This design comes from an exercise in tuning for small area, a short achievable clock period and few clock cycles per item on the open sky130 flow, not from production work. Function was checked by simulation only, so behaviour that the tests miss may differ from the original. In every run shown here, the design's own scripts or RTL, not TritonCTS, make the clock network. No driver is modelled on the clock port, so clock power and skew are understated where the tree is cut down; a real chip needs a root buffer or a tree. Power figures rest on the tool's default switching activity, not on a simulated workload.

$ cat design/flow/design.v
module cordic_sin_cos(
    input       wire        clk,
    input       wire        rst_n,
    input       wire        clk_vld,
    input       wire        soft_rst,
    input       wire        trig,
    output      reg         vld,
    input       wire  [9:0] a,
    output      reg  signed [12:0]  cosa3_latch,
    output      reg  signed [12:0]  sina3_latch
);
wire [8:0] a2 = a[8] ? (9'd256 - {1'b0, a[7:0]}) : {1'b0, a[7:0]};
reg  [7:0] lo;
reg        hi, negc, negs;
always @(posedge clk or negedge rst_n)
begin
    if (!rst_n) begin
        lo <= 8'd0; hi <= 1'b0; negc <= 1'b0; negs <= 1'b0;
        vld <= 1'b0;
    end else if (soft_rst) begin
        lo <= 8'd0; hi <= 1'b0; negc <= 1'b0; negs <= 1'b0;
        vld <= 1'b0;
    end else if (clk_vld) begin
        vld <= trig;
        if (trig) begin
            lo   <= a2[7:0];
            hi   <= a2[8];
            negc <= a[9] ^ a[8];
            negs <= a[9];
        end
    end
end
wire [11:0] c2, s2;
reg  [17:0] crom, srom;
always @(*) begin
    case (lo)
        8'd0: begin crom = 18'h800; srom = 18'h0; end
        8'd1: begin crom = 18'h800; srom = 18'h3f00d; end
        8'd2: begin crom = 18'h800; srom = 18'h3f019; end
        8'd3: begin crom = 18'h800; srom = 18'h3f026; end
        8'd4: begin crom = 18'h3f7ff; srom = 18'h3f032; end
        8'd5: begin crom = 18'h3f7ff; srom = 18'h3f03f; end
        8'd6: begin crom = 18'h3f7ff; srom = 18'h3f04c; end
        8'd7: begin crom = 18'h3f7fe; srom = 18'h3f058; end
        8'd8: begin crom = 18'h3f7fe; srom = 18'h3f065; end
        8'd9: begin crom = 18'h3f7fd; srom = 18'h3f071; end
        8'd10: begin crom = 18'h3f7fc; srom = 18'h3f07d; end
        8'd11: begin crom = 18'h3f7fb; srom = 18'h3f08b; end
        8'd12: begin crom = 18'h3f7fb; srom = 18'h3f097; end
        8'd13: begin crom = 18'h3f7f9; srom = 18'h3f0a3; end
        8'd14: begin crom = 18'h3f7f8; srom = 18'h3f0b0; end
        8'd15: begin crom = 18'h3f7f7; srom = 18'h3f0bd; end
        8'd16: begin crom = 18'h3f7f6; srom = 18'h3f0c9; end
        8'd17: begin crom = 18'h3f7f5; srom = 18'h3f0d5; end
        8'd18: begin crom = 18'h3f7f3; srom = 18'h3f0e2; end
        8'd19: begin crom = 18'h3f7f2; srom = 18'h3f0ee; end
        8'd20: begin crom = 18'h3f7f1; srom = 18'h3f0fb; end
        8'd21: begin crom = 18'h3f7ef; srom = 18'h3f108; end
        8'd22: begin crom = 18'h3f7ed; srom = 18'h3f114; end
        8'd23: begin crom = 18'h3f7ec; srom = 18'h3f120; end
        8'd24: begin crom = 18'h3f7ea; srom = 18'h3f12c; end
        8'd25: begin crom = 18'h3f7e8; srom = 18'h3f139; end
        8'd26: begin crom = 18'h3f7e6; srom = 18'h3f145; end
        8'd27: begin crom = 18'h3f7e4; srom = 18'h3f152; end
        8'd28: begin crom = 18'h3f7e2; srom = 18'h3f15e; end
        8'd29: begin crom = 18'h3f7e0; srom = 18'h3f16b; end
        8'd30: begin crom = 18'h3f7de; srom = 18'h3f177; end
        8'd31: begin crom = 18'h3f7db; srom = 18'h3f183; end
        8'd32: begin crom = 18'h3f7d9; srom = 18'h3f190; end
        8'd33: begin crom = 18'h3f7d6; srom = 18'h3f19c; end
        8'd34: begin crom = 18'h3f7d4; srom = 18'h3f1a8; end
        8'd35: begin crom = 18'h3f7d1; srom = 18'h3f1b5; end
        8'd36: begin crom = 18'h3f7ce; srom = 18'h3f1c1; end
        8'd37: begin crom = 18'h3f7cb; srom = 18'h3f1cd; end
        8'd38: begin crom = 18'h3f7c8; srom = 18'h3f1d9; end
        8'd39: begin crom = 18'h3f7c6; srom = 18'h3f1e6; end
        8'd40: begin crom = 18'h3f7c3; srom = 18'h3f1f1; end
        8'd41: begin crom = 18'h3e7c0; srom = 18'h3f1fe; end
        8'd42: begin crom = 18'h3f7bc; srom = 18'h3f20a; end
        8'd43: begin crom = 18'h3f7b9; srom = 18'h3f216; end
        8'd44: begin crom = 18'h3f7b6; srom = 18'h3f222; end
        8'd45: begin crom = 18'h3f7b2; srom = 18'h3f22e; end
        8'd46: begin crom = 18'h3f7af; srom = 18'h3f23b; end
        8'd47: begin crom = 18'h3f7ab; srom = 18'h3f246; end
        8'd48: begin crom = 18'h3f7a8; srom = 18'h3f253; end
        8'd49: begin crom = 18'h3f7a4; srom = 18'h3f25f; end
        8'd50: begin crom = 18'h3f7a0; srom = 18'h3f26b; end
        8'd51: begin crom = 18'h3f79d; srom = 18'h3f276; end
        8'd52: begin crom = 18'h3f799; srom = 18'h3f282; end
        8'd53: begin crom = 18'h3f795; srom = 18'h3f28e; end
        8'd54: begin crom = 18'h3f790; srom = 18'h3f29b; end
        8'd55: begin crom = 18'h3f78c; srom = 18'h3f2a6; end
        8'd56: begin crom = 18'h3f788; srom = 18'h3f2b2; end
        8'd57: begin crom = 18'h3f784; srom = 18'h3f2be; end
        8'd58: begin crom = 18'h3c780; srom = 18'h3f2ca; end
        8'd59: begin crom = 18'h3f77b; srom = 18'h3f2d5; end
        8'd60: begin crom = 18'h3f776; srom = 18'h3f2e2; end
        8'd61: begin crom = 18'h3f772; srom = 18'h3f2ed; end
        8'd62: begin crom = 18'h3f76d; srom = 18'h3f2f8; end
        8'd63: begin crom = 18'h3f769; srom = 18'h3f304; end
        8'd64: begin crom = 18'h3f764; srom = 18'h3f310; end
        8'd65: begin crom = 18'h3f75f; srom = 18'h3f31b; end
        8'd66: begin crom = 18'h3f75a; srom = 18'h3f327; end
        8'd67: begin crom = 18'h3f756; srom = 18'h3f332; end
        8'd68: begin crom = 18'h3f750; srom = 18'h3f33e; end
        8'd69: begin crom = 18'h3f74b; srom = 18'h3f349; end
        8'd70: begin crom = 18'h3f746; srom = 18'h3f355; end
        8'd71: begin crom = 18'h3f741; srom = 18'h3f360; end
        8'd72: begin crom = 18'h3f73c; srom = 18'h3f36b; end
        8'd73: begin crom = 18'h3f736; srom = 18'h3f377; end
        8'd74: begin crom = 18'h3f730; srom = 18'h3f383; end
        8'd75: begin crom = 18'h3f72b; srom = 18'h3f38e; end
        8'd76: begin crom = 18'h3f725; srom = 18'h3f399; end
        8'd77: begin crom = 18'h3f71f; srom = 18'h3f3a4; end
        8'd78: begin crom = 18'h3f71a; srom = 18'h3f3b0; end
        8'd79: begin crom = 18'h3f714; srom = 18'h3f3ba; end
        8'd80: begin crom = 18'h3f70e; srom = 18'h3f3c6; end
        8'd81: begin crom = 18'h3f708; srom = 18'h3f3d1; end
        8'd82: begin crom = 18'h3f702; srom = 18'h3f3db; end
        8'd83: begin crom = 18'h3f6fc; srom = 18'h3f3e7; end
        8'd84: begin crom = 18'h3f6f6; srom = 18'h3f3f1; end
        8'd85: begin crom = 18'h3f6f0; srom = 18'h3f3fd; end
        8'd86: begin crom = 18'h3f6e9; srom = 18'h3f407; end
        8'd87: begin crom = 18'h3f6e3; srom = 18'h3f412; end
        8'd88: begin crom = 18'h3f6dd; srom = 18'h3f41d; end
        8'd89: begin crom = 18'h3f6d6; srom = 18'h3f428; end
        8'd90: begin crom = 18'h3f6cf; srom = 18'h3f432; end
        8'd91: begin crom = 18'h3f6c9; srom = 18'h3f43d; end
        8'd92: begin crom = 18'h3f6c2; srom = 18'h3f448; end
        8'd93: begin crom = 18'h3f6bb; srom = 18'h3f452; end
        8'd94: begin crom = 18'h3f6b4; srom = 18'h3f45d; end
        8'd95: begin crom = 18'h3f6ad; srom = 18'h3f468; end
        8'd96: begin crom = 18'h3f6a7; srom = 18'h3f472; end
        8'd97: begin crom = 18'h3f6a0; srom = 18'h3f47c; end
        8'd98: begin crom = 18'h3f698; srom = 18'h3f487; end
        8'd99: begin crom = 18'h3f691; srom = 18'h3f491; end
        8'd100: begin crom = 18'h3f68a; srom = 18'h3f49b; end
        8'd101: begin crom = 18'h3f683; srom = 18'h3f4a6; end
        8'd102: begin crom = 18'h3f67c; srom = 18'h3f4b0; end
        8'd103: begin crom = 18'h3f674; srom = 18'h3f4ba; end
        8'd104: begin crom = 18'h3f66d; srom = 18'h3f4c4; end
        8'd105: begin crom = 18'h3f665; srom = 18'h3f4ce; end
        8'd106: begin crom = 18'h3f65e; srom = 18'h3f4d8; end
        8'd107: begin crom = 18'h3f656; srom = 18'h3f4e2; end
        8'd108: begin crom = 18'h3f64f; srom = 18'h3f4ec; end
        8'd109: begin crom = 18'h3f647; srom = 18'h3f4f6; end
        8'd110: begin crom = 18'h3f63f; srom = 18'h38500; end
        8'd111: begin crom = 18'h3f637; srom = 18'h3f50a; end
        8'd112: begin crom = 18'h3f62f; srom = 18'h3f513; end
        8'd113: begin crom = 18'h3f627; srom = 18'h3f51d; end
        8'd114: begin crom = 18'h3f61f; srom = 18'h3f527; end
        8'd115: begin crom = 18'h3f617; srom = 18'h3f530; end
        8'd116: begin crom = 18'h3f60f; srom = 18'h3f53a; end
        8'd117: begin crom = 18'h3f607; srom = 18'h3f543; end
        8'd118: begin crom = 18'h3f5fe; srom = 18'h3f54d; end
        8'd119: begin crom = 18'h3f5f6; srom = 18'h3f556; end
        8'd120: begin crom = 18'h3f5ee; srom = 18'h3f55f; end
        8'd121: begin crom = 18'h3f5e5; srom = 18'h3f569; end
        8'd122: begin crom = 18'h3f5dc; srom = 18'h3f572; end
        8'd123: begin crom = 18'h3f5d4; srom = 18'h3f57b; end
        8'd124: begin crom = 18'h3f5cb; srom = 18'h3f584; end
        8'd125: begin crom = 18'h3f5c3; srom = 18'h3f58d; end
        8'd126: begin crom = 18'h3f5b9; srom = 18'h3f597; end
        8'd127: begin crom = 18'h3f5b1; srom = 18'h3f59f; end
        8'd128: begin crom = 18'h3f5a8; srom = 18'h3f5a8; end
        8'd129: begin crom = 18'h3f59f; srom = 18'h3f5b1; end
        8'd130: begin crom = 18'h3f596; srom = 18'h3f5ba; end
        8'd131: begin crom = 18'h3f58d; srom = 18'h3f5c3; end
        8'd132: begin crom = 18'h3f584; srom = 18'h3f5cb; end
        8'd133: begin crom = 18'h3f57b; srom = 18'h3f5d4; end
        8'd134: begin crom = 18'h3f572; srom = 18'h3f5dd; end
        8'd135: begin crom = 18'h3f569; srom = 18'h3f5e5; end
        8'd136: begin crom = 18'h3f55f; srom = 18'h3f5ee; end
        8'd137: begin crom = 18'h3f556; srom = 18'h3f5f6; end
        8'd138: begin crom = 18'h3f54c; srom = 18'h3f5ff; end
        8'd139: begin crom = 18'h3f543; srom = 18'h3f607; end
        8'd140: begin crom = 18'h3f53a; srom = 18'h3f60f; end
        8'd141: begin crom = 18'h3f530; srom = 18'h3f617; end
        8'd142: begin crom = 18'h3f527; srom = 18'h3f61f; end
        8'd143: begin crom = 18'h3f51d; srom = 18'h3f627; end
        8'd144: begin crom = 18'h3f513; srom = 18'h3f62f; end
        8'd145: begin crom = 18'h3f509; srom = 18'h3f637; end
        8'd146: begin crom = 18'h38500; srom = 18'h3f63f; end
        8'd147: begin crom = 18'h3f4f5; srom = 18'h3f647; end
        8'd148: begin crom = 18'h3f4ec; srom = 18'h3f64f; end
        8'd149: begin crom = 18'h3f4e2; srom = 18'h3f656; end
        8'd150: begin crom = 18'h3f4d8; srom = 18'h3f65e; end
        8'd151: begin crom = 18'h3f4ce; srom = 18'h3f666; end
        8'd152: begin crom = 18'h3f4c4; srom = 18'h3f66d; end
        8'd153: begin crom = 18'h3f4ba; srom = 18'h3f674; end
        8'd154: begin crom = 18'h3f4b0; srom = 18'h3f67c; end
        8'd155: begin crom = 18'h3f4a5; srom = 18'h3f683; end
        8'd156: begin crom = 18'h3f49b; srom = 18'h3f68a; end
        8'd157: begin crom = 18'h3f491; srom = 18'h3f692; end
        8'd158: begin crom = 18'h3f486; srom = 18'h3f699; end
        8'd159: begin crom = 18'h3f47c; srom = 18'h3f6a0; end
        8'd160: begin crom = 18'h3f472; srom = 18'h3f6a7; end
        8'd161: begin crom = 18'h3f467; srom = 18'h3f6ae; end
        8'd162: begin crom = 18'h3f45c; srom = 18'h3f6b5; end
        8'd163: begin crom = 18'h3f452; srom = 18'h3f6bb; end
        8'd164: begin crom = 18'h3f448; srom = 18'h3f6c2; end
        8'd165: begin crom = 18'h3f43d; srom = 18'h3f6c9; end
        8'd166: begin crom = 18'h3f432; srom = 18'h3f6cf; end
        8'd167: begin crom = 18'h3f427; srom = 18'h3f6d6; end
        8'd168: begin crom = 18'h3f41c; srom = 18'h3f6dd; end
        8'd169: begin crom = 18'h3f412; srom = 18'h3f6e3; end
        8'd170: begin crom = 18'h3f407; srom = 18'h3f6e9; end
        8'd171: begin crom = 18'h3f3fc; srom = 18'h3f6f0; end
        8'd172: begin crom = 18'h3f3f1; srom = 18'h3f6f6; end
        8'd173: begin crom = 18'h3f3e7; srom = 18'h3f6fc; end
        8'd174: begin crom = 18'h3f3db; srom = 18'h3f702; end
        8'd175: begin crom = 18'h3f3d1; srom = 18'h3f708; end
        8'd176: begin crom = 18'h3f3c5; srom = 18'h3f70e; end
        8'd177: begin crom = 18'h3f3ba; srom = 18'h3f714; end
        8'd178: begin crom = 18'h3f3af; srom = 18'h3f71a; end
        8'd179: begin crom = 18'h3f3a4; srom = 18'h3f720; end
        8'd180: begin crom = 18'h3f399; srom = 18'h3f725; end
        8'd181: begin crom = 18'h3f38e; srom = 18'h3f72b; end
        8'd182: begin crom = 18'h3f382; srom = 18'h3f731; end
        8'd183: begin crom = 18'h3f377; srom = 18'h3f736; end
        8'd184: begin crom = 18'h3f36b; srom = 18'h3f73c; end
        8'd185: begin crom = 18'h3f360; srom = 18'h3f741; end
        8'd186: begin crom = 18'h3f355; srom = 18'h3f746; end
        8'd187: begin crom = 18'h3f349; srom = 18'h3f74b; end
        8'd188: begin crom = 18'h3f33e; srom = 18'h3f750; end
        8'd189: begin crom = 18'h3f332; srom = 18'h3f756; end
        8'd190: begin crom = 18'h3f327; srom = 18'h3f75a; end
        8'd191: begin crom = 18'h3f31b; srom = 18'h3f75f; end
        8'd192: begin crom = 18'h3f30f; srom = 18'h3f764; end
        8'd193: begin crom = 18'h3f304; srom = 18'h3f769; end
        8'd194: begin crom = 18'h3f2f8; srom = 18'h3f76d; end
        8'd195: begin crom = 18'h3f2ed; srom = 18'h3f772; end
        8'd196: begin crom = 18'h3f2e1; srom = 18'h3f777; end
        8'd197: begin crom = 18'h3f2d5; srom = 18'h3f77b; end
        8'd198: begin crom = 18'h3f2ca; srom = 18'h3c780; end
        8'd199: begin crom = 18'h3f2bd; srom = 18'h3f784; end
        8'd200: begin crom = 18'h3f2b2; srom = 18'h3f788; end
        8'd201: begin crom = 18'h3f2a6; srom = 18'h3f78c; end
        8'd202: begin crom = 18'h3f29a; srom = 18'h3f791; end
        8'd203: begin crom = 18'h3f28e; srom = 18'h3f795; end
        8'd204: begin crom = 18'h3f282; srom = 18'h3f799; end
        8'd205: begin crom = 18'h3f276; srom = 18'h3f79d; end
        8'd206: begin crom = 18'h3f26a; srom = 18'h3f7a0; end
        8'd207: begin crom = 18'h3f25e; srom = 18'h3f7a4; end
        8'd208: begin crom = 18'h3f252; srom = 18'h3f7a8; end
        8'd209: begin crom = 18'h3f246; srom = 18'h3f7ab; end
        8'd210: begin crom = 18'h3f23a; srom = 18'h3f7af; end
        8'd211: begin crom = 18'h3f22e; srom = 18'h3f7b2; end
        8'd212: begin crom = 18'h3f222; srom = 18'h3f7b6; end
        8'd213: begin crom = 18'h3f216; srom = 18'h3f7b9; end
        8'd214: begin crom = 18'h3f20a; srom = 18'h3f7bc; end
        8'd215: begin crom = 18'h3f1fe; srom = 18'h3e7c0; end
        8'd216: begin crom = 18'h3f1f1; srom = 18'h3f7c3; end
        8'd217: begin crom = 18'h3f1e5; srom = 18'h3f7c6; end
        8'd218: begin crom = 18'h3f1d9; srom = 18'h3f7c8; end
        8'd219: begin crom = 18'h3f1cd; srom = 18'h3f7cb; end
        8'd220: begin crom = 18'h3f1c1; srom = 18'h3f7ce; end
        8'd221: begin crom = 18'h3f1b4; srom = 18'h3f7d1; end
        8'd222: begin crom = 18'h3f1a8; srom = 18'h3f7d4; end
        8'd223: begin crom = 18'h3f19c; srom = 18'h3f7d6; end
        8'd224: begin crom = 18'h3f18f; srom = 18'h3f7d9; end
        8'd225: begin crom = 18'h3f183; srom = 18'h3f7db; end
        8'd226: begin crom = 18'h3f177; srom = 18'h3f7de; end
        8'd227: begin crom = 18'h3f16b; srom = 18'h3f7e0; end
        8'd228: begin crom = 18'h3f15e; srom = 18'h3f7e2; end
        8'd229: begin crom = 18'h3f152; srom = 18'h3f7e4; end
        8'd230: begin crom = 18'h3f145; srom = 18'h3f7e6; end
        8'd231: begin crom = 18'h3f139; srom = 18'h3f7e8; end
        8'd232: begin crom = 18'h3f12c; srom = 18'h3f7ea; end
        8'd233: begin crom = 18'h3f120; srom = 18'h3f7ec; end
        8'd234: begin crom = 18'h3f114; srom = 18'h3f7ed; end
        8'd235: begin crom = 18'h3f107; srom = 18'h3f7ef; end
        8'd236: begin crom = 18'h3f0fb; srom = 18'h3f7f1; end
        8'd237: begin crom = 18'h3f0ee; srom = 18'h3f7f2; end
        8'd238: begin crom = 18'h3f0e1; srom = 18'h3f7f4; end
        8'd239: begin crom = 18'h3f0d5; srom = 18'h3f7f5; end
        8'd240: begin crom = 18'h3f0c9; srom = 18'h3f7f6; end
        8'd241: begin crom = 18'h3f0bc; srom = 18'h3f7f7; end
        8'd242: begin crom = 18'h3f0af; srom = 18'h3f7f8; end
        8'd243: begin crom = 18'h3f0a3; srom = 18'h3f7f9; end
        8'd244: begin crom = 18'h3f097; srom = 18'h3f7fb; end
        8'd245: begin crom = 18'h3f08a; srom = 18'h3f7fb; end
        8'd246: begin crom = 18'h3f07d; srom = 18'h3f7fc; end
        8'd247: begin crom = 18'h3f071; srom = 18'h3f7fd; end
        8'd248: begin crom = 18'h3f064; srom = 18'h3f7fe; end
        8'd249: begin crom = 18'h3f058; srom = 18'h3f7fe; end
        8'd250: begin crom = 18'h3f04c; srom = 18'h3f7ff; end
        8'd251: begin crom = 18'h3f03f; srom = 18'h3f7ff; end
        8'd252: begin crom = 18'h3f032; srom = 18'h3f7ff; end
        8'd253: begin crom = 18'h3f026; srom = 18'h800; end
        8'd254: begin crom = 18'h3f019; srom = 18'h800; end
        8'd255: begin crom = 18'h3f00d; srom = 18'h800; end
        default: begin crom = 18'h0; srom = 18'h0; end
    endcase
end
assign c2 = crom[11:0];
assign s2 = srom[11:0];
wire [12:1] cnz_t, snz_t;
assign cnz_t[1] = |c2[0:0];
assign snz_t[1] = |s2[0:0];
assign cnz_t[2] = |c2[1:0];
assign snz_t[2] = |s2[1:0];
assign cnz_t[3] = |c2[2:0];
assign snz_t[3] = |s2[2:0];
assign cnz_t[4] = |c2[3:0];
assign snz_t[4] = |s2[3:0];
assign cnz_t[5] = |c2[4:0];
assign snz_t[5] = |s2[4:0];
assign cnz_t[6] = crom[12];
assign snz_t[6] = srom[12];
assign cnz_t[7] = crom[13];
assign snz_t[7] = srom[13];
assign cnz_t[8] = crom[14];
assign snz_t[8] = srom[14];
assign cnz_t[9] = crom[15];
assign snz_t[9] = srom[15];
assign cnz_t[10] = crom[16];
assign snz_t[10] = srom[16];
assign cnz_t[11] = crom[17];
assign snz_t[11] = srom[17];
assign cnz_t[12] = ~hi;
assign snz_t[12] = hi | (|lo);
wire [11:0] cm = {c2[11] & ~hi, c2[10:0]};
wire [11:0] sm = {s2[11] | hi, s2[10:0]};
wire [12:0] cx = {1'b0, cm};
wire [12:0] sx = {1'b0, sm};
always @(*) begin
    cosa3_latch = cx ^ ({13{negc}} & {cnz_t, 1'b0});
    sina3_latch = sx ^ ({13{negs}} & {snz_t, 1'b0});
end
endmodule
$ cat design/flow/flow/run.sh
#!/bin/bash
# The standard layout (standard.sh) run with a copy of the ORFS scripts
# and these changes:
# - synthesis does not extract half/full adders into adder cells
#   (ADDER_MAP_FILE empty); ABC maps all the logic;
# - the port buffers are sky130_fd_sc_hd__buf_2 cells;
# - clock distribution: instead of an H-tree (two levels of clkbuf_16 for
#   12 registers), flow/clock_buffer.tcl inserts one clkbuf_8 at the
#   centroid of the registers, driving all their clock pins.
# make's output goes to make.log here; ORFS writes each step's log under
# orfs/logs/.
set -euo pipefail
W=$(pwd)
S="$W/scripts_own"
rm -rf "$S"
cp -r "$FLOW_HOME/scripts" "$S"
cp "$W/flow/clock_buffer.tcl" "$S/clock_buffer.tcl"
sed -i 's%^log_cmd clock_tree_synthesis {\*}$cts_args%source $::env(SCRIPTS_DIR)/clock_buffer.tcl%' "$S/cts.tcl"
grep -q "clock_buffer.tcl" "$S/cts.tcl"
EXTRA="SCRIPTS_DIR=$S ADDER_MAP_FILE= BUFFER_PORTS_ARGS='-buffer_cell sky130_fd_sc_hd__buf_2' CLOCK_BUFFER_CELL=sky130_fd_sc_hd__clkbuf_8 CLOCK_PORT=clk"
sed "s#CLKGATE_MAP_FILE= #CLKGATE_MAP_FILE= $EXTRA #" standard.sh > standard_own.sh
grep -q "SCRIPTS_DIR=$S" standard_own.sh
bash standard_own.sh > "$W/make.log" 2>&1
$ cat design/flow/flow/clock_buffer.tcl
# Clock distribution for a design with few registers: one clock buffer,
# placed at the centroid of the registers, drives every clock pin.
set block [ord::get_db_block]
set sx 0
set sy 0
set n 0
foreach inst [$block getInsts] {
  if { [[$inst getMaster] isSequential] } {
    set loc [$inst getLocation]
    set sx [expr { $sx + [lindex $loc 0] }]
    set sy [expr { $sy + [lindex $loc 1] }]
    incr n
  }
}
set dbu [$block getDbUnitsPerMicron]
set cx [expr { $sx / $n / double($dbu) }]
set cy [expr { $sy / $n / double($dbu) }]
puts "clock buffer at ($cx, $cy), driving $n registers"
log_cmd insert_buffer -buffer_cell $::env(CLOCK_BUFFER_CELL) -net $::env(CLOCK_PORT) \
  -location [list $cx $cy] -buffer_name clkbuf_root -net_name clknet_root
set_propagated_clock [all_clocks]
$ cat design/flow/standard.sh
#!/bin/bash
# synth_recipe.tcl (not shown) runs the flow's synth.tcl, then flattens the netlist and writes it again
# the make line also repeats each setting of config.mk as NAME=value (left out here)
make -C /OpenROAD-flow-scripts/flow DESIGN_CONFIG=/design/flow/config.mk WORK_HOME=/design/flow/orfs CLKGATE_MAP_FILE= SYNTH_SCRIPT=/design/flow/synth_recipe.tcl "${@:-finish}"
$ cat design/flow/config.mk
export PLATFORM = sky130hd
export DESIGN_NAME = cordic_sin_cos
export DESIGN_NICKNAME = cordic_sin_cos
export VERILOG_FILES = /design/flow/design.v
export SDC_FILE = /design/flow/constraint.sdc
export NUM_CORES = 4
export LEC_CHECK = 0
export ABC_AREA = 1
export CAP_MARGIN = 20
export CORE_MARGIN = 2
export CORE_UTILIZATION = 30
export SETUP_SLACK_MARGIN = 1.3
export SLEW_MARGIN = 20
export SYNTH_MEMORY_MAX_BITS = 65536
$ cat design/flow/constraint.sdc
create_clock -name core_clock -period 5.5 [get_ports {clk}]
set_input_delay 1.1000 -clock core_clock [delete_from_list [all_inputs] [get_ports {clk}]]
set_output_delay 1.1000 -clock core_clock [all_outputs]
set_load 0.01 [all_outputs]
==> summary.txt, run 1 <==
- The run finished with no timing, DRC or antenna violations.
- In the global route stage, overall resource usage came out at 32.22%.
- For this run, the number of Yosys warnings is 1.
- The smallest setup slack after layout is 1.380 ns.
- The final route contains 7,289 vias.
- The share of synthesized flip-flops with an asynchronous set or reset is 100.0%.
- The internal portion of the total power is 0.0003097 W.
- The number of nets produced by synthesis is around 1,000.
- The via count of the first global-routing pass was roughly 6.6k.
- Summing every instance area after synthesis gives 0.004816 mm2.
- The setup slack at placement is 1.156 ns.
- The total die area is roughly 0.017 mm2.
- Compared with the post-synthesis result, the final layout area differs by 8.158%.
- The number of antenna violations at the first check in global routing came to 1.
- The pin count of the biggest net entering global routing is 54.
- The logic gate share of total power is between 80% and 90%.
- The tightest slew margin relative to the limit is 54.63%.
- The core region is about 0.016 mm2.
- The number of primary I/O pins is 42.
- The length of the first detailed-routing pass in iterations is 6.
- For the worst setup path, the data required time is 4.40 ns.
- The filler cells instantiated in the layout total a little under 2k.
- Between clock sinks in the finished design, the worst skew comes to 0 ns.
- The net switching power is 0.0005206 W.
- The number of max-cap violations is 0.
- The kind of capture point of the worst setup path is a primary output.
- The count of nets left with antenna violations once routing finished came out at 0.
- The HPWL after detailed placement is 20.74 mm.
- The first routing iteration left between 1k and 1.5k violations.
- The clock network is responsible for under 10% of the overall power.
- The count of unique library cells instantiated by Yosys is 45.
- The actual transition at the worst max-transition pin is 0.6781 ns.
- The fraction of final layout cells with drive strength greater than 1 is 13.50%.
- The first global-routing pass estimated 41.17 mm of wire.
- The die is 130.7 um wide.
- The switching portion of total power is between 60% and 70%.
- The clock-pin slew on the worst setup and hold paths is approximately 0.08 ns.
- The count of final hold-check violations is 0.
- In this run, synthesis inferred 0 flip-flops with an integrated enable.
- Buffers inserted to repair hold after CTS numbered 0.
- Clock latency on the worst-skew pair, taken at its later pin, is 0.14 ns.
- The slowest library cell on the worst path is dfrtp_2.
- The cell row count is 46.
- The peak clock frequency supported by timing is 242.7 MHz.
- For this run, the share of the core covered by cells in the final layout is 33.03%.
- The largest driver fanout on the critical path is 13.
- The final-report max-slew violation count is 0.
- After synthesis the netlist holds a flip-flop and latch count of 12.
- The overflow left after global routing is 0.
- The reported leakage power is 2.656 nW.
- The die is 130.7 um tall.
- The count of mapped cells out of synthesis is 969.
- The net count of the finished layout is around 1,000.
- The average wire length per cell after detail routing is 23.26 um.
- Once the floorplan was initialized, standard cells occupied just over 30% of the core.
- The minimum clock period is 4.120 ns.
- The total power divided by cell area is between 150 and 200 mW/mm2.
- After synthesis, flip-flops and latches occupy around 6.2% of the total area.
- The peak supply drop is 0.1331 mV.
- The number of endpoints failing setup at the final stage is 0.
- The average instance in the mapped netlist occupies approximately 5 um2.
- In the final timing run, aggregate negative setup slack is 0 ns.
- The signal on the critical path passes through nand2_4 > nand2_2 > inv_2 > nor2_2 > nand2_1 > nand2_1 > o22ai_1 > o211ai_1 > nand2_1 > nor2_1 > nand3_1 > nand2_1 > buf_2.
- The number of I/O port buffers is 41.
- The setup path with the least slack is of type register to primary output.
- Setup repair after global routing left no endpoint under its margin.
- The data arrival at the endpoint of the critical path is 3.02 ns.
- The path class of the tightest hold or removal check is register to register.
- The via-per-instance ratio is 6.100.
- Sequential cells burn between 10% and 20% of the power.
- The largest single stage delay on the critical path is 0.56 ns.
- The cell type with the highest occurrence count on the critical path is nand2_1.
- The most used flip-flop cell after synthesis is dfrtp_1.
- After detailed routing, the number of remaining DRC violations is 0.
- The final estimated routing congestion in global placement is 1.115.
- The post-route clock period utilization is approximately three quarters.
- The worst setup path is launched from a register.
- After detailed routing, the total wire length is between 20 and 30 mm.
-- per-layer routing --
metal  track usage, %  part of all wire [%]  vias to the layer above
met2            46.17                    38                      631
met3            9.080                    14                      178
li1                 -                     -                     3225
met4            19.90                   8.9                        0
met1            42.57                    39                     3255
met5                0                     0                        -
-- cell usage in the layout, fill, tap and decap left out, types with 3 or more instances in the layout --
cell type,instances
a21oi_1,56
a21oi_2,3
a31oi_1,8
buf_2,41
buf_4,21
clkinvlp_4,3
dfrtp_1,9
dfrtp_2,3
inv_1,62
inv_2,6
inv_4,3
nand2_1,349
nand2_2,23
nand2_4,6
nand3_1,174
nand3_2,4
nand4_1,7
nor2_1,72
nor2_2,10
nor3_1,7
o211ai_1,7
o21ai_0,45
o21ai_1,5
o22ai_1,12
xnor2_1,9
xor2_1,6
-- per-stage QoR --
step           hold WS [ns]  cells  cell area (um2)  total power, W
3_5_place_dp         0.4606   1190             5136       0.0007577
3_3_place_gp         0.4753   1190             5136       0.0007683
5_1_grt              0.5332   1194             5206       0.0008837
2_1_floorplan        0.5149    969             4816       0.0005390
6_report             0.4888   1195             5209       0.0008303
4_1_cts              0.4886   1191             5152       0.0007997
-- cell type report, clock buffers not listed --
class                   instances  area [um2]  share of cell area, %
multi-input cells             826        3931                  75.47
repair buffers                 63       382.9                  7.350
flip-flops and latches         12       304.0                  5.837
inverters                      76       304.0                  5.837
well taps                     216       270.3                  5.189
diodes                          1       2.502                0.04804
-- worst max-delay path, delay by kind of cell (launching register included) --
family	cells	cell delay, ns
flip-flops	1	0.56
AO/OA/AOI/OAI	2	0.40
AND/OR/NAND/NOR	9	1.64
buffers and inverters	2	0.28
-- path summary, 6_finish.rpt --
kind | endpoint | startpoint | slack (ns) | cells past startpoint
max reg2reg | lo[4] | lo[4] | 4.17 | 4
max in group asynchronous | lo[2] | rst_n | 4.44 | 1
min reg2reg | vld | vld | 0.49 | 2
max | sina3_latch[5] | lo[2] | 1.38 | 13
min | vld | vld | 0.49 | 2
min in group asynchronous | hi | rst_n | 0.82 | 1
-- power by group through the flow --
stage | Sequential (W) | Clock, W | Combinational [W]
finish | 0.000105 | 0.0000394 | 0.000686
global route | 0.000105 | 0.0000427 | 0.000736
CTS | 0.000104 | 0.0000407 | 0.000655
detailed placement | 0.000106 | 0 | 0.000652
global placement | 0.000106 | 0 | 0.000663
floorplan | 0.0000972 | 0 | 0.000442
-- repair_timing --
action / CTS / global route
setup buffers: 0 / 3
resized for setup: 1 / 13
endpoints found under the setup margin: 8 / 11
-- sequential cells by signal, summed over array words and instances (netlist names) --
| register | count |
|---|---|
| hi | 1 |
| negs | 1 |
| lo | 8 |
| vld | 1 |
| negc | 1 |
-- kinds of logic (layout without fill, tap and decap cells) --
kind of cell,count (synthesis),in the layout,synth area share (%)
simple gates,659,659,60.61
compound gates,152,152,17.98
buf+inv,131,140,12.44
xor+xnor,15,15,2.728
flops,12,12,6.235
other cells,0,1,0
-- synthesized netlist by cell type (6+ instances only) --
| cell | n | area share, % |
|---|---|---|
| nand2_1 | 351 | 27 |
| nand3_1 | 174 | 18 |
| nor2_1 | 74 | 5.8 |
| inv_1 | 63 | 4.9 |
| a21oi_1 | 56 | 5.8 |
| o21ai_0 | 45 | 4.7 |
| buf_2 | 24 | 2.5 |
| nand2_2 | 21 | 2.7 |
| clkbuf_1 | 12 | 0.94 |
| dfrtp_1 | 12 | 6.2 |
| o22ai_1 | 12 | 1.6 |
| nor2_2 | 9 | 1.2 |
| xnor2_1 | 9 | 1.6 |
| a31oi_1 | 8 | 1.0 |
| inv_2 | 8 | 0.62 |
| buf_4 | 7 | 1.1 |
| nand4_1 | 7 | 0.91 |
| nor3_1 | 7 | 0.73 |
| o211ai_1 | 7 | 1.1 |
| buf_1 | 6 | 0.47 |
| nand2_4 | 6 | 1.4 |
| xor2_1 | 6 | 1.1 |
Testbench counts, summed over its fixed seeds: cycles 3,200, items 3,200.
==> inputs of run 2 (changes only) <==
--- a/design/flow/config.mk
+++ b/design/flow/config.mk
@@ -8,7 +8,7 @@
 export ABC_AREA = 1
 export CAP_MARGIN = 20
 export CORE_MARGIN = 2
-export CORE_UTILIZATION = 30
-export SETUP_SLACK_MARGIN = 1.3
+export CORE_UTILIZATION = 40
+export SETUP_SLACK_MARGIN = 1.5
 export SLEW_MARGIN = 20
 export SYNTH_MEMORY_MAX_BITS = 65536
==> summary.txt, run 2 <==
- The detailed route wirelength on metal2 is between 10 and 15 mm.
- The share of synthesized area occupied by flip-flops and latches is 6.235%.
- The logic gate share of total power is around 83%.
- The largest driver fanout on the critical path is 27.
- The floorplan die height is 113.7 um.
- Setup repair after global routing left no endpoint under its margin.
- The detailed router placed between 7k and 8k vias in this run.
- Counting every instance in the synthesized netlist gives 969.
- The total negative setup slack is 0 ns.
- The number of antenna violations at the first check in global routing is 1.
- The number of primary I/O pins is between 40 and 50.
- The register with the most flip-flops in the layout has 8 of them.
- The standard cell core area is 0.01186 mm2.
- By instance count, the leading cell after synthesis is nand2_1.
- The peak clock frequency supported by timing is between 200 and 300 MHz.
- The source-to-sink clock delay at the later pin of the worst-skew pair is 0.14 ns.
- The most common cell after layout, fill and taps aside is nand2_1.
- The length of the first detailed-routing pass in iterations is 7.
- The filler cell count in the final layout is 1,415.
- VDD sags by at most ~0.18 mV.
- The via count of the first global-routing pass is 6,709.
- In the routed layout, each cell is associated on average with a via count of 6.552.
- The initialized floorplan defines 40 standard-cell rows.
- Tracing the worst setup path back leads to its startpoint at lo[4].
- The synthesized netlist occupies a cell area of 0.004816 mm2.
- The detailed router used layers up to and including met4.
- The final-report max-slew violation count was 0.
- The wire length of the first global-routing pass is roughly 40 mm.
- For this run, design rule violations remaining after detail routing come to 0.
- The endpoint of the lowest-slack register-to-register path is lo[4].
- The cell-internal power is 0.0003191 W.
- The run finished with no timing, DRC or antenna violations.
- The share of synthesized flip-flops with an asynchronous set or reset is 100.0%.
- For the final database, setup skew stands at 0 ns.
- The overflow left after global routing is 0.
- The final core area utilization is roughly 44%.
- After layout, the worst path uses between 70% and 80% of the clock period.
- The switching portion of total power is 62.28%.
- The minimum clock period is ~3.9 ns.
- Following the worst setup path forward leads to its endpoint at cosa3_latch[5].
- The met1 wire length is 9.851 mm.
- The final layout contains 999 nets.
- STA puts the critical path data arrival time at 2.82 ns.
- The final estimated routing congestion in global placement is 1.112.
- The cell accounting for the most synthesized area is nand2_1.
- The register bank with the most flops is lo.
- The clock network is responsible for 4.5% of the overall power.
- At the pin with the least slew margin, the transition time is 0.5719 ns.
- The net switching power is 0.0005270 W.
- The number of storage elements in the synthesis netlist is 12.
- The initial utilization of the core area, before any placement, comes to 40.60%.
- The number of nets produced by synthesis is between 900 and 1k.
- The critical setup path kind is register to primary output.
- The worst setup path is captured at a primary output.
- The portion of total power attributed to sequential cells is around an eighth.
- In this run the tool buffered the top-level ports with 41 buffer cells.
- The total die area is 0.01293 mm2.
- The tightest slew margin relative to the limit is 61.73%.
- The count of final hold-check violations came to 0.
- STA classifies the critical path startpoint as a register.
- The tightest min-delay check is of the register to register type.
- The most used flip-flop cell after synthesis is dfrtp_1.
- The synthesized design contains 0 enable-type register cells.
- The global-route usage over all layers is 41.39%.
- The final total power is 0.0008461 W.
- The average instance in the mapped netlist occupies 4.970 um2.
- The total wire length is 27.74 mm.
- The number of endpoints failing setup at the final stage is 0.
- In the final routed layout, each cell accounts on average for 24.57 um.
- The pin count of the biggest net entering global routing is between 40 and 50.
- The area growth from synthesis to layout is 9.457%.
- The commonest cells after synthesis are 351 x nand2_1, 174 x nand3_1, 74 x nor2_1.
- The residual antenna-violating net count after detailed routing is 0.
- The DRC marker count from the first detailed-route iteration is 1,339.
- Summed over its instances, the top area cell type makes up 27.36% of the synthesized netlist area.
- The reported leakage power is 2.706 nW.
- The worst register-to-register path has a depth of 2.
- After clock tree synthesis, the clock-pin slew on the worst setup and hold paths is 0.08 ns.
- The total power divided by cell area is 160.5 mW/mm2.
- The antenna diode instance count is 0.
- The fraction of final layout cells with drive strength greater than 1 is 15.17%.
- The top cell types in the final layout, fill and taps aside, are 345 x nand2_1, 172 x nand3_1, 67 x nor2_1.
- After detailed routing, the met3 layer carries 4.153 mm of wire.
- The worst register-to-register path has a setup slack of 4.28 ns.
- For the worst setup path, the data required time is between 4 and 5 ns.
- The horizontal die dimension is 113.7 um.
- After synthesis, the cell types taking the most area are nand2_1 27%, nand3_1 18%, dfrtp_1 6.2%.
- For this run, the number of Yosys warnings is 1.
- The startpoint identified for the worst register-to-register timing path is lo[4].
- The count of unique library cells instantiated by Yosys is 45.
- The final HPWL from detailed placement is 20.14 mm.
- The tool flagged a number of max-cap violations equal to 0.
-- run 2: how the worst min path moves through the flow --
stage	from	to	cells after the start
3_5_place_dp	vld	vld	2
3_3_place_gp	vld	vld	2
5_1_grt	vld	vld	2
6_report	vld	vld	2
4_1_cts	vld	vld	2
2_1_floorplan	vld	vld	2
-- run 2: cell families after synthesis --
logic type / Yosys count / synth area share (%)
xor gates and xnor gates: 15 / 2.728
DFF: 12 / 6.235
buffers and inverters: 131 / 12.44
and+or+nand+nor: 659 / 60.61
AOI/OAI and AO/OA: 152 / 17.98
-- run 2: metrics by stage --
stage                     worst slack, ns  area (um2)  hold slack (ns)  cells
after floorplan                     2.533        4816           0.5149    969
after global placement              1.117        5045           0.4653   1122
after detailed placement            1.235        5045           0.4650   1122
after CTS                           1.533        5086           0.4900   1123
after global routing                1.499        5271           0.5301   1129
final                               1.581        5271           0.4837   1129
-- run 2: power groups by stage --
stage,registers (W),logic [W],clock network [W]
after global placement,0.000107,0.000656,0
after global routing,0.000107,0.000743,0.0000434
final,0.000106,0.000701,0.0000384
after CTS,0.000106,0.000646,0.0000396
after floorplan,0.0000972,0.000442,0
after detailed placement,0.000107,0.000642,0
-- run 2: cell type report, clock buffers not listed --
cell class / instances / area [um2] / share of cell area [%]
flip-flops and latches: 12 / 310.3 / 5.887
inverters: 76 / 319.1 / 6.053
well taps: 147 / 183.9 / 3.489
repair buffers: 67 / 456.7 / 8.664
multi-input cells: 826 / 3988 / 75.65
-- run 2: routing by layer --
metal  track usage (%)  up-vias
li1                  -     3249
met3             11.58      208
met4             26.75        0
met1             52.28     3222
met5                 0        -
met2             61.84      718
-- run 2: what timing repair did --
| action | in CTS | in global routing |
|---|---|---|
| endpoints found under the setup margin | 13 | 13 |
| gates resized for setup | 10 | 42 |
| pin swaps | 0 | 0 |
| hold buffers | 0 | 0 |
| setup buffers | 0 | 5 |
| cloned | 0 | 1 |
| endpoints found under the hold margin | 0 | 0 |
-- run 2: worst max-delay path: stages, from the launching register on --
cell and delay [ns]:
dfrtp_4 0.64, buf_4 0.31, nor2_1 0.17, buf_6 0.23
inv_1 0.11, o31ai_1 0.35, inv_1 0.11, nand2_1 0.08
nand2_1 0.04, nand3_1 0.15, nor2_1 0.07, nand2_1 0.09
nand2_1 0.07, nand3_1 0.09, nand2_1 0.04, buf_2 0.13
==> inputs of run 3 (changes only) <==
--- a/design/flow/config.mk
+++ b/design/flow/config.mk
@@ -8,7 +8,7 @@
 export ABC_AREA = 1
 export CAP_MARGIN = 20
 export CORE_MARGIN = 2
-export CORE_UTILIZATION = 40
+export CORE_UTILIZATION = 20
 export SETUP_SLACK_MARGIN = 1.5
 export SLEW_MARGIN = 20
 export SYNTH_MEMORY_MAX_BITS = 65536
==> summary.txt, run 3 <==
- Summing every instance area after synthesis gives 0.004816 mm2.
- The final total power is 0.0008652 W.
- The per-instance average area after synthesis is 4.970 um2.
- The share of synthesized flip-flops with an asynchronous set or reset is 100.0%.
- After clock tree synthesis, the clock-pin slew on the worst setup and hold paths is 0.08 ns.
- For this block, the routed nets add up to 29.97 mm of wire.
- Per report_power, the sequential group accounts for 12.5% of the total.
- Setup violations remaining at the end of the flow were counted as 0.
- The startpoint of the tightest hold check path is vld.
- The delay of the slowest cell on the worst path is 0.49 ns.
- The logic gate share of total power is between 80% and 90%.
- The number of nets handed over by synthesis was 984.
- For the worst setup path, the data arrival time is 2.90 ns.
- The final estimated routing congestion in global placement is 1.061.
- The footprint of the multi-input gates is 0.004029 mm2.
- The run finished with no timing, DRC or antenna violations.
- The length of the first detailed-routing pass in iterations is 6.
- The commonest cells after synthesis are 351 x nand2_1, 174 x nand3_1, 74 x nor2_1.
- The die is 159.2 um wide.
- After technology mapping, the gate count stands at 969.
- The number of synthesized flops with an enable pin is 0.
- In this run the power density over the cells is 156.7 mW/mm2.
- In this run the tightest slew margin relative to its limit is between 50% and 60%.
- The clock reaches the later pin of the worst-skew pair after 0.14 ns.
- The share of the Yosys chip area taken by registers is 6.235%.
- The kind of capture point of the worst setup path is a primary output.
- For this block, the initial DRC count from the detailed router was about 1.0k.
- Internal power comes to 0.0003215 W.
- Entering global routing, the biggest net connects 45 pins.
- The residual antenna-violating net count after detailed routing is 0.
- After detailed placement, the design holds a cell count of 1,298.
- The average wire length per cell after detail routing is roughly 23 um.
- The critical setup path kind is register to primary output.
- Synthesis inferred 12 register bits.
- The worst clock skew on the final layout is 0 ns.
- The register bank with the most flops is lo.
- The overflow left after global routing is 0.
- The worst register-to-register path begins at lo[4].
- For this run, the number of Yosys warnings is 1.
- Once the floorplan was initialized, standard cells occupied 20.46% of the core.
- Across the VDD grid, the largest voltage drop is 0.1465 mV.
- The count of unique library cells instantiated by Yosys is 45.
- The clock network accounts for roughly 4.8% of the total power.
- Based on the critical path, the design can be clocked at up to 250.0 MHz.
- The post-route clock period utilization is between 70% and 80%.
- The final-report max-slew violation count is 0.
- At the end of the flow, the number of nets in the layout was between 1k and 1.5k.
- The hold path endpoint is vld.
- The library cell used most frequently in the layout, excluding fill and tap cells, is nand2_1.
- 0 antenna diodes ended up in the layout.
- The worst setup path is launched from a register.
- The post-route netlist has 16.18% of its cells at a drive strength greater than 1.
- The largest individual stage delay along the critical path comes from the cell a31oi_1.
- The endpoint identified for the worst register-to-register timing path is lo[4].
- Setup slack on the worst reg-to-reg path comes out at 4.01 ns.
- Compared with the post-synthesis result, the final layout area differs by 14.63%.
- In this run the count of I/O pins placed on the die edge is 42.
- In this run switching power makes up a little over three fifths of total power.
- The floorplan die height is 159.2 um.
- The first global-routing pass estimated 44.22 mm of wire.
- Traced cell by cell, the critical path runs through buf_4 > nand2_1 > clkinvlp_4 > a31oi_1 > nand3_1 > nand2_1 > nand3_1 > nand2_1 > nand2_1 > nand2_1 > buf_2.
- The analysis attributes to net switching a power of 0.0005436 W.
- The via-per-instance ratio is 5.559.
- The most numerous cell in the Yosys netlist is nand2_1.
- Detailed placement finished with a half-perimeter wire length of between 20 and 25 mm.
- Across all layers, the routed design uses 7,271 vias.
- The layout has 2,882 filler cells.
- The total die area is about 0.025 mm2.
- Of all nets on the critical path, the largest fanout is 44.
- The cell accounting for the most synthesized area is nand2_1.
- The cell row count is 56.
- The worst hold path stage count is 2.
- In the final timing run, aggregate negative setup slack is 0 ns.
- The area used by sequential logic in the layout is 310.3 um2.
- At the worst endpoint, the required time is 4.40 ns.
- The top cell types in the final layout, fill and taps aside, are 340 x nand2_1, 171 x nand3_1, 68 x nor2_1.
- The via count of the first global-routing pass is 6,921.
- The smallest setup slack after layout is 1.499 ns.
- The actual transition at the worst max-transition pin is 0.6618 ns.
- Cells fill 23.45% of the core in the end.
- The count of final hold-check violations is 0.
- The flip-flop count of the largest register, all copies and words added is 8.
- After floorplanning, the core was sized to cover 0.02354 mm2.
- The synthesized design devotes to its leading area cell type between 20 and 30% of total area.
- After detailed routing, the number of remaining DRC violations is 0.
- For this run, the number of standard cells in the final layout without fillers is 1,308.
- Sorting the synthesized cells by area gives the leading types as nand2_1 27%, nand3_1 18%, dfrtp_1 6.2%.
- The setup slack at placement is 1.307 ns.
- The class of the tightest hold or removal check is register to register.
- The minimum clock period is about 4.0 ns.
- Port buffering added 41 buffers.
- In this design, the critical path's most frequently occurring cell is nand2_1.
- Setup repair after global routing could not meet its margin everywhere.
- The depth of the most critical reg-to-reg path is 3.
- The global-route usage over all layers is 22.59%.
- The reported leakage power is ~2.7 nW.
- In the synthesized netlist the dominant register cell turns out to be dfrtp_1.
- The number of antenna violations at the first check in global routing came to 0.
- The number of max-cap violations is 0.
[run 3: cell counts after synthesis]
Identical to the previous run, type by type.
[run 3: kinds of logic after synthesis]
family                 share of synthesized area, %
AND/OR/NAND/NOR                               60.61
AO/OA/AOI/OAI                                 17.98
buffers and inverters                         12.44
XOR/XNOR                                      2.728
flip-flops                                    6.235
[run 3: area by class of cell, clock buffers not listed]
type                            count  area share, %
Inverter                           76          5.553
Timing Repair Buffer               74          8.364
Tap cell                          319          7.230
Sequential cell                    12          5.621
Multi-Input combinational cell    826          72.98
[run 3: power by group through the flow]
stage,logic (W),registers [W],clock network [W]
after floorplan,0.000442,0.0000972,0
after global placement,0.000683,0.000108,0
after detailed placement,0.000668,0.000109,0
after CTS,0.000672,0.000107,0.0000403
after global routing,0.000768,0.000109,0.0000424
final,0.000716,0.000108,0.0000412
[run 3: layer usage]
metal | part of all wire [%] | wire [um] | global-route usage (%) | up-vias
met4 | 6.5 | 1933 | 11.61 | 0
li1 | - | - | - | 3256
met5 | 0 | 0 | 0 | -
met2 | 41 | 12350 | 34.49 | 570
met1 | 40 | 12100 | 29.72 | 3320
met3 | 12 | 3585 | 5.132 | 125
[run 3: worst max-delay path by stage]
stage | from | end | slack [ns] | cells after the start
floorplan | lo[0] | cosa3_latch[3] | 2.53 | 14
global placement | lo[3] | cosa3_latch[5] | 0.69 | 16
detailed placement | lo[3] | cosa3_latch[5] | 1.31 | 15
CTS | lo[3] | cosa3_latch[5] | 1.48 | 15
global route | lo[4] | sina3_latch[5] | 1.42 | 13
finish | lo[5] | sina3_latch[5] | 1.50 | 11
[run 3: metrics by stage]
step	hold slack [ns]	area (um2)
after CTS	0.4881	5329
final	0.4892	5520
after global placement	0.4635	5290
after global routing	0.5023	5520
after detailed placement	0.4660	5293
after floorplan	0.5149	4816
[run 3: what timing repair did]
action,4_1_cts,5_1_grt
hold buffers,0,0
pin swaps,0,3
gates resized for setup,8,39
setup buffers,0,9
setup endpoints to repair,10,13
[run 3: worst max-delay path, delay by kind of cell (launching register included)]
| kind | cells | cell delay (ns) |
|---|---|---|
| and+or+nand+nor | 7 | 1.01 |
| buffers and inverters | 3 | 0.83 |
| AOI/OAI and AO/OA | 1 | 0.49 |
| DFF | 1 | 0.39 |
==> inputs of run 4 (changes only) <==
--- a/design/flow/flow/run.sh
+++ b/design/flow/flow/run.sh
@@ -1,6 +1,6 @@
 #!/bin/bash
 # The standard layout (standard.sh) run with a copy of the ORFS scripts
-# and these changes:
+# and three changes:
 # - synthesis does not extract half/full adders into adder cells
 #   (ADDER_MAP_FILE empty); ABC maps all the logic;
 # - the port buffers are sky130_fd_sc_hd__buf_2 cells;
--- a/design/flow/config.mk
+++ b/design/flow/config.mk
@@ -8,7 +8,7 @@
 export ABC_AREA = 1
 export CAP_MARGIN = 20
 export CORE_MARGIN = 2
-export CORE_UTILIZATION = 20
+export CORE_UTILIZATION = 30
 export SETUP_SLACK_MARGIN = 1.5
 export SLEW_MARGIN = 20
 export SYNTH_MEMORY_MAX_BITS = 65536
==> summary.txt, run 4 <==
- The run finished with no timing, DRC or antenna violations.
- The worst clock skew on the final layout is 0 ns.
- From bottom edge to top edge, the die measures 130.7 um.
- The register with the most flip-flops in the final layout is lo.
- The library cell used most frequently in the layout, excluding fill and tap cells, is nand2_1.
- The most numerous cell type found on the critical path is nand2_1.
- The most numerous cell in the Yosys netlist is nand2_1.
- The average wire length per cell after detail routing is 23.27 um.
- The count of unique library cells instantiated by Yosys is 45.
- The worst setup path is of the register to primary output kind.
- In the global route stage, overall resource usage came out at 32.37%.
- The type of origin of the critical path is a register.
- The final-report max-slew violation count came to 0.
- The most used flip-flop cell after synthesis is dfrtp_1.
- The number of synthesized flops with an enable pin is 0.
- The horizontal die dimension is about 130 um.
- By area the synthesized netlist is led by nand2_1 27%, nand3_1 18%, dfrtp_1 6.2%.
- The cell row count is 46.
- For the worst setup path, the data arrival time is 2.82 ns.
- Ranked by instance count, the synthesized netlist is headed by 351 x nand2_1, 174 x nand3_1, 74 x nor2_1.
- The number of endpoints failing setup at the final stage is 0.
- The net switching power is between 0.0005 and 0.0006 W.
- The worst hold path belongs to the class register to register.
- The number of max-cap violations is 0.
- The total wire length is ~28 mm.
- The number of antenna violations at the first check in global routing was 1.
- Routability-driven placement finished with a final weighted congestion of 1.115.
- For the finished layout, the period the worst path requires is 3.916 ns.
- The count of final hold-check violations came to 0.
- Counting every instance in the synthesized netlist gives 969.
- For the pin with the worst max-slew slack, the measured transition is approximately 0.6 ns.
- Power spread over the standard cell area amounts to 158.8 mW/mm2.
- The mapped netlist covers 0.004816 mm2.
- Derived from the worst setup path, the maximum achievable clock frequency is 255.4 MHz.
- For this run, the number of Yosys warnings is 1.
- The DRC marker count from the first detailed-route iteration is 1,233.
- The number of I/O port buffers is 41.
- The detail route stage leaves a number of antenna-violating nets equal to 0.
- The clock-pin slew on the worst setup and hold paths is 0.08 ns.
- After legalization and detailed placement, the total HPWL measured 20.74 mm.
- After detailed routing, the number of vias per cell comes to 6.098.
- The fraction of post-synthesis cell area in the top cell type by area is 27.36%.
- The reported leakage power is 2.694 nW.
- The portion of total power attributed to sequential cells is 12.5%.
- The final instance count without filler cells is ~1.2k.
- The switching portion of total power is 62.37%.
- In this run the worst path has a maximum fanout of 29.
- The post-route clock period utilization is between 70 and 80%.
- The slowest stage of the critical path belongs to the cell nor2_1.
- The footprint of the multi-input gates is 0.003969 mm2.
- Per report_power, the clock group accounts for 4.6% of the total.
- The share of synthesized flip-flops with an asynchronous set or reset is 100.0%.
- The area used by sequential logic in the layout is approximately 310 um2.
- The required time at the worst-slack endpoint is 4.40 ns.
- The hold buffer count at CTS is 0.
- The via count of the first global-routing pass is between 6k and 7k.
- The effective utilization at floorplan is 30.54%.
- For this run the aggregate overflow at the end of global routing stands at 0.
- The per-instance average area after synthesis is roughly 5.0 um2.
- The number of nets in the finished design is 998.
- The number of storage elements in the synthesis netlist is 12.
- Walking the worst path, the cells encountered are buf_4 > nor2_1 > inv_1 > nand3_1 > nand3_1 > nand2_1 > nand2_1 > nand3_1 > nand2_1 > nand3_2 > nor2_2 > nand2_1 > nand2_1 > nand3_1 > nand2_1 > buf_2.
- Leaving out fill and tap cells, the most frequent cells in the layout are 344 x nand2_1, 174 x nand3_1, 70 x nor2_1.
- The peak supply drop is 0.1323 mV.
- The die covers 0.01708 mm2.
- The logic gate share of total power is 82.9%.
- The total negative setup slack is 0 ns.
- The number of primary I/O pins is 42.
- Setup repair after global routing could not meet its margin everywhere.
- The length of the first detailed-routing pass in iterations is 8.
- The flip-flop count of the largest register, all copies and words added is 8.
- After floorplanning, the core was sized to cover 0.01577 mm2.
- The growth of design area from synthesis to finish is 10.08%.
- Summed over all instances, the cell type with the most area after synthesis is nand2_1.
- When the netlist entered floorplanning its net count stood at 984.
- The first global-routing pass estimated a little over 40 mm of wire.
- Cell internal power was estimated by the tool at 0.0003168 W.
- The via count is around 7.3k.
- On the worst path, the slowest cell contributes a delay of 0.51 ns.
- The worst pin sits at a relative slew slack of between 60% and 70%.
- The post-route netlist has between 10% and 20% of its cells at a drive strength greater than 1.
- The later pin in the worst-skew pair is clocked with a latency of 0.14 ns.
- Entering global routing, the biggest net connects 54 pins.
- For this run, design rule violations remaining after detail routing come to 0.
- The kind of capture point of the worst setup path is a primary output.
- The share of synthesized area occupied by flip-flops and latches is under 10%.
- The number of instances in the placed design is 1,190.
- The layout has approximately 1.9k filler cells.
[run 4: cell count changes in the layout (fill, tap and decap cells not counted), moves of 3 or more]
| cell | before | now |
|---|---|---|
| inv_2 | 7 | 4 |
| nand2_1 | 340 | 344 |
| nor2_4 | 6 | 3 |
| nand3_2 | 7 | 4 |
| nand2_2 | 30 | 25 |
| nand3_1 | 171 | 174 |
| buf_4 | 29 | 21 |
[run 4: path summary, 6_finish.rpt]
path | to | cells after the start | from | slack (ns)
setup / recovery | cosa3_latch[5] | 16 | lo[4] | 1.58
hold / removal | vld | 2 | vld | 0.49
setup reg to reg | lo[4] | 4 | lo[4] | 4.15
hold reg to reg | vld | 2 | vld | 0.49
max in group asynchronous | lo[2] | 1 | rst_n | 4.44
min in group asynchronous | hi | 1 | rst_n | 0.82
[run 4: power by group through the flow]
stage | logic [W] | registers, W | clock network (W)
3_5_place_dp | 0.000652 | 0.000106 | 0
4_1_cts | 0.000658 | 0.000104 | 0.0000407
2_1_floorplan | 0.000442 | 0.0000972 | 0
5_1_grt | 0.000747 | 0.000106 | 0.0000427
6_report | 0.000698 | 0.000105 | 0.0000389
3_3_place_gp | 0.000663 | 0.000106 | 0
[run 4: what timing repair did]
action	in CTS	in global routing
gates resized for setup	12	22
setup endpoints to repair	13	14
pin swaps	0	1
setup buffers	2	4
[run 4: worst max-delay path, delay by kind of cell, from the launching register on]
family,cells,cell delay [ns]
and+or+nand+nor,13,1.60
buffers and inverters,3,0.64
DFF,1,0.44
[run 4: cells by family (layout without fill, tap and decap cells)]
family,count (synthesis),after routing,synth area share (%)
xor+xnor,15,15,2.728
other cells,0,1,0
flops,12,12,6.235
compound gates,152,152,17.98
simple gates,659,659,60.61
buf+inv,131,143,12.44
[run 4: metrics by stage]
stage               total power (W)  worst slack, ns  utilization, %  hold slack [ns]  cell area, um2
detailed placement        0.0007577            1.156           32.57           0.4606            5136
CTS                       0.0008026            1.541           32.94           0.4886            5195
floorplan                 0.0005390            2.533               -           0.5149            4816
global route              0.0008957            1.475           33.60           0.5332            5299
global placement          0.0007683            1.038           32.57           0.4753            5136
finish                    0.0008420            1.584           33.62           0.4886            5301
[run 4: layout make-up, clock buffers not listed]
type | instances | area share (%)
tap | 216 | 5.098
sequential | 12 | 5.759
antenna | 1 | 0.04720
inverter | 76 | 5.948
multi-input combinational | 826 | 74.86
timing repair buffer | 66 | 8.025
[run 4: per-layer routing]
metal	wire [um]	up-vias	GRT usage [%]
met5	0	-	0
met4	2383	0	19.84
met3	4028	186	9.039
met2	10760	670	46.29
met1	10710	3207	42.96
li1	-	3243	-
==> inputs of run 5 (changes only) <==
==> design/flow/flow/run.sh (replaced) <==
#!/bin/bash
# The standard layout (standard.sh) run with a copy of the ORFS scripts
# and these changes:
# - synthesis does not extract half/full adders into adder cells
#   (ADDER_MAP_FILE empty); ABC maps all the logic;
# - the port buffers are sky130_fd_sc_hd__buf_2 cells;
# - timing repair only removes buffers, sizes cells up and swaps pins
#   (SETUP_MOVE_SEQUENCE), so it does not grow the design with buffers;
# - clock distribution: instead of an H-tree (two levels of clkbuf_16 for
#   12 registers), flow/clock_buffer.tcl inserts one clkbuf_8 at the
#   centroid of the registers, driving all their clock pins.
# make's output goes to make.log here; ORFS writes each step's log under
# orfs/logs/.
set -euo pipefail
W=$(pwd)
S="$W/scripts_own"
rm -rf "$S"
cp -r "$FLOW_HOME/scripts" "$S"
cp "$W/flow/clock_buffer.tcl" "$S/clock_buffer.tcl"
sed -i 's%^log_cmd clock_tree_synthesis {\*}$cts_args%source $::env(SCRIPTS_DIR)/clock_buffer.tcl%' "$S/cts.tcl"
grep -q "clock_buffer.tcl" "$S/cts.tcl"
EXTRA="SCRIPTS_DIR=$S ADDER_MAP_FILE= BUFFER_PORTS_ARGS='-buffer_cell sky130_fd_sc_hd__buf_2' CLOCK_BUFFER_CELL=sky130_fd_sc_hd__clkbuf_8 CLOCK_PORT=clk SETUP_MOVE_SEQUENCE=unbuffer,sizeup,swap"
sed "s#CLKGATE_MAP_FILE= #CLKGATE_MAP_FILE= $EXTRA #" standard.sh > standard_own.sh
grep -q "SCRIPTS_DIR=$S" standard_own.sh
bash standard_own.sh > "$W/make.log" 2>&1
--- a/design/flow/config.mk
+++ b/design/flow/config.mk
@@ -9,6 +9,6 @@
 export CAP_MARGIN = 20
 export CORE_MARGIN = 2
 export CORE_UTILIZATION = 30
-export SETUP_SLACK_MARGIN = 1.5
+export SETUP_SLACK_MARGIN = 2.0
 export SLEW_MARGIN = 20
 export SYNTH_MEMORY_MAX_BITS = 65536
==> summary.txt, run 5 <==
- The number of nets in the finished design is approximately 990.
- Measured on the finished design, the core utilization comes to 36.31%.
- The share of synthesized area occupied by flip-flops and latches is 6.235%.
- The number of nets handed over by synthesis was 984.
- Prior to clock tree synthesis, the placed netlist has a worst setup slack of 1.156 ns.
- The via count of the first global-routing pass is 6,738.
- Leaving out fill and tap cells, the most frequent cell in the layout is nand2_1.
- The detailed-route DRC error count is 0.
- After clock tree synthesis, the clock-pin slew on the worst setup and hold paths is 0.08 ns.
- At the pin with the least slew margin, the transition time is 0.5320 ns.
- Pin placement for this block handled 42 I/O pins.
- The final HPWL from detailed placement is 20.74 mm.
- The count of synthesis-stage warnings from yosys is 1.
- The number of max-cap violations is 0.
- The filler cell count in the final layout is 1,875.
- Detailed routing placed a total of between 3 and 4 mm of wire on met3.
- The class of the tightest hold or removal check is register to register.
- The first TritonRoute pass finished after 9 iterations.
- The worst reg-to-reg setup slack is 4.16 ns.
- The type of origin of the critical path is a register.
- The die is between 100 and 150 um tall.
- Counting cells, the worst reg-to-reg path comes to 4.
- The startpoint of the tightest hold check path is vld.
- The smallest setup slack after layout is 1.670 ns.
- The reported leakage power is 2.769 nW.
- The via-per-instance ratio is slightly above 6.
- The source-to-sink clock delay at the later pin of the worst-skew pair is 0.14 ns.
- The peak clock frequency supported by timing is 261.1 MHz.
- The post-route netlist has 19.59% of its cells at a drive strength greater than 1.
- The number of synthesized flops with an enable pin is 0.
- The count of final hold-check violations was 0.
- The worst clock skew on the final layout is 0 ns.
- Setup violations remaining at the end of the flow were counted as 0.
- The flow ran to the end and the layout has no timing, DRC or antenna violations.
- In this run the top signal layer used is met4.
- The met1 wire length is 10.62 mm.
- The worst hold path stage count is 2.
- The top cell types in the final layout, fill and taps aside, are 320 x nand2_1, 164 x nand3_1, 59 x inv_1.
- The final instance count without filler cells is 1,192.
- The final-report max-slew violation count was 0.
- The share of synthesized flip-flops with an asynchronous set or reset is 100.0%.
- The worst setup path is captured at a primary output.
- For this run, the total global-route usage over all layers was measured as 32.53%.
- The required time at the worst-slack endpoint is 4.40 ns.
- The via count is 7,289.
- The count of unique library cells instantiated by Yosys is between 40 and 50.
- Summed over all failing endpoints, the final setup total negative slack is 0 ns.
- Input and output buffers added on the ports amount to between 40 and 50.
- The pin count of the biggest net entering global routing is 54.
- The routed design could run at a clock period as short as 3.830 ns.
- The cell row count is 46.
- The routed design uses 10.99 mm of met2 wire.
- Ranked by flip-flop count, first place goes to lo.
- The post-synth design cell area is 0.004816 mm2.
- The total wire length is 27.88 mm.
- Ranked by total cell area, the synthesized netlist is headed by nand2_1 27%, nand3_1 18%, dfrtp_1 6.2%.
- In this run the mean area of a mapped cell was around 5.0 um2.
- The area growth from synthesis to layout is 18.91%.
- The share of synthesized area in the top cell type comes to 27.36%.
- The count of mapped cells out of synthesis is approximately 970.
- Setup repair after global routing could not meet its margin everywhere.
- The commonest cells after synthesis are 351 x nand2_1, 174 x nand3_1, 74 x nor2_1.
- The path with the worst hold slack has its endpoint at vld.
- For this run the aggregate overflow at the end of global routing stands at 0.
- The total power divided by cell area is 155.5 mW/mm2.
- The most numerous cell in the Yosys netlist is nand2_1.
- The flip-flop count of the largest register, all copies and words added is 8.
- In this run the remaining antenna-violating nets after routing total 0.
- The number of instances in the placed design is 1,190.
- IR analysis of the VDD net gives a maximum drop of 0.1227 mV.
- The critical setup path kind is register to primary output.
- In this run the worst path has a maximum fanout of 13.
- The die covers 0.01708 mm2.
- The effective utilization at floorplan is 30.54%.
- The most used flip-flop cell after synthesis is dfrtp_1.
- The final total power is 0.0008907 W.
- The launch instance of the worst register-to-register path is lo[4].
- After detailed routing, the average wire length per cell comes to 23.39 um.
- The DRC marker count from the first detailed-route iteration is roughly 1.3k.
- After synthesis the netlist holds a flip-flop and latch count of 12.
- The number of antenna violations at the first check in global routing came to 1.
- In this run the horizontal extent of the chip is 130.7 um.
- The first global-routing pass estimated 41.56 mm of wire.
- In this run the standard cell core region covers 0.01577 mm2.
- After layout, the worst path uses 69.64% of the clock period.
- In this run the critical register-to-register path is captured at lo[4].
- The congestion estimate from routability-driven global placement came to 1.115.
- The tightest slew margin relative to the limit is 64.40%.
- The data arrival at the endpoint of the critical path is 2.73 ns.
- The cell accounting for the most synthesized area is nand2_1.
run 5: changes by cell type in the layout (fill, tap and decap cells not counted), sizes merged:
cell / delta
buf: -6
clkinvlp: -1
inv: -1
clkinv: +2
run 5: final cells by class, clock buffers not listed:
type                    instances  area, um2  share of cell area (%)
repair buffers                 60      429.2                   7.494
flip-flops and latches         12      312.8                   5.462
well taps                     216      270.3                   4.719
inverters                      76      362.8                   6.336
multi-input cells             826       4335                   75.70
diodes                          1      2.502                 0.04370
run 5: routing by layer:
metal  up-vias  GRT usage [%]
met4         0          20.78
li1       3233              -
met3       178          8.998
met2       643          46.26
met1      3235          43.11
met5         -              0
run 5: repair_timing:
| item | 4_1_cts | 5_1_grt |
|---|---|---|
| endpoints found under the setup margin | 25 | 18 |
| gates resized for setup | 82 | 79 |
| buffers inserted | 0 | 0 |
| hold buffers | 0 | 0 |
| pin swaps | 7 | 17 |
run 5: worst max path at each step:
stage,from,to,depth (start not counted)
finish,lo[6],cosa3_latch[5],12
global route,lo[3],cosa3_latch[5],17
CTS,lo[4],sina3_latch[5],15
detailed placement,lo[3],cosa3_latch[5],15
global placement,lo[3],sina3_latch[5],15
floorplan,lo[0],cosa3_latch[3],14
run 5: power by group:
group          internal [W]  leakage [nW]  switching (W)
clock             0.0000167       0.00720      0.0000226
sequential        0.0000933         0.153      0.0000173
combinational      0.000226          2.61       0.000514
run 5: cells by family (layout without fill, tap and decap cells):
group / after synthesis / after routing / synth area share [%]
compound gates: 152 / 152 / 17.98
xor+xnor: 15 / 15 / 2.728
other cells: 0 / 1 / 0
flops: 12 / 12 / 6.235
buf+inv: 131 / 137 / 12.44
simple gates: 659 / 659 / 60.61
run 5: worst max-delay path, cell delays in order, from the launching register on:
cell and delay (ns):
dfrtp_4 0.60, nand2_1 0.43, clkinv_2 0.40, a21oi_2 0.31, nand3_1 0.10, nand2_1 0.07, nand2_1 0.12, nor2_2 0.15
nand2_1 0.08, nand2_1 0.08, nand3_1 0.07, nand2_1 0.06, buf_2 0.12
run 5: stage by stage:
step	hold slack (ns)	area, um2
after global placement	0.4753	5136
after CTS	0.4886	5429
after global routing	0.5332	5724
after floorplan	0.5149	4816
after detailed placement	0.4606	5136
final	0.4888	5727

[re-timing with driven ports]
In the flow no input, the clock included, has a driving cell. The finished layouts below were timed again as built, in two steps.
Step 1, drivers: a clkbuf_16 drives clk and a buf_2 each remaining input, both assumed.
Step 2, shift: input delay + t, output delay - t, t = (earliest + latest rising clock arrival at the registers) / 2. This alone moves slack from input paths to output paths.
Slacks: ideal ports / drivers / drivers and shift; pairs: ideal ports / drivers.
| run | t, ns | setup WS [ns] | worst slew at a driven data input, ns |
|---|---|---|---|
| run 1 | 0.162 | 1.380 / 1.358 / 1.520 | 0.03 |
| run 2 | 0.162 | 1.581 / 1.558 / 1.719 | 0.03 |
| run 3 | 0.167 | 1.499 / 1.476 / 1.643 | 0.04 |
| run 4 | 0.161 | 1.584 / 1.562 / 1.723 | 0.03 |
| run 5 | 0.162 | 1.670 / 1.648 / 1.809 | 0.03 |
After both steps setup and hold are still met in every run listed.
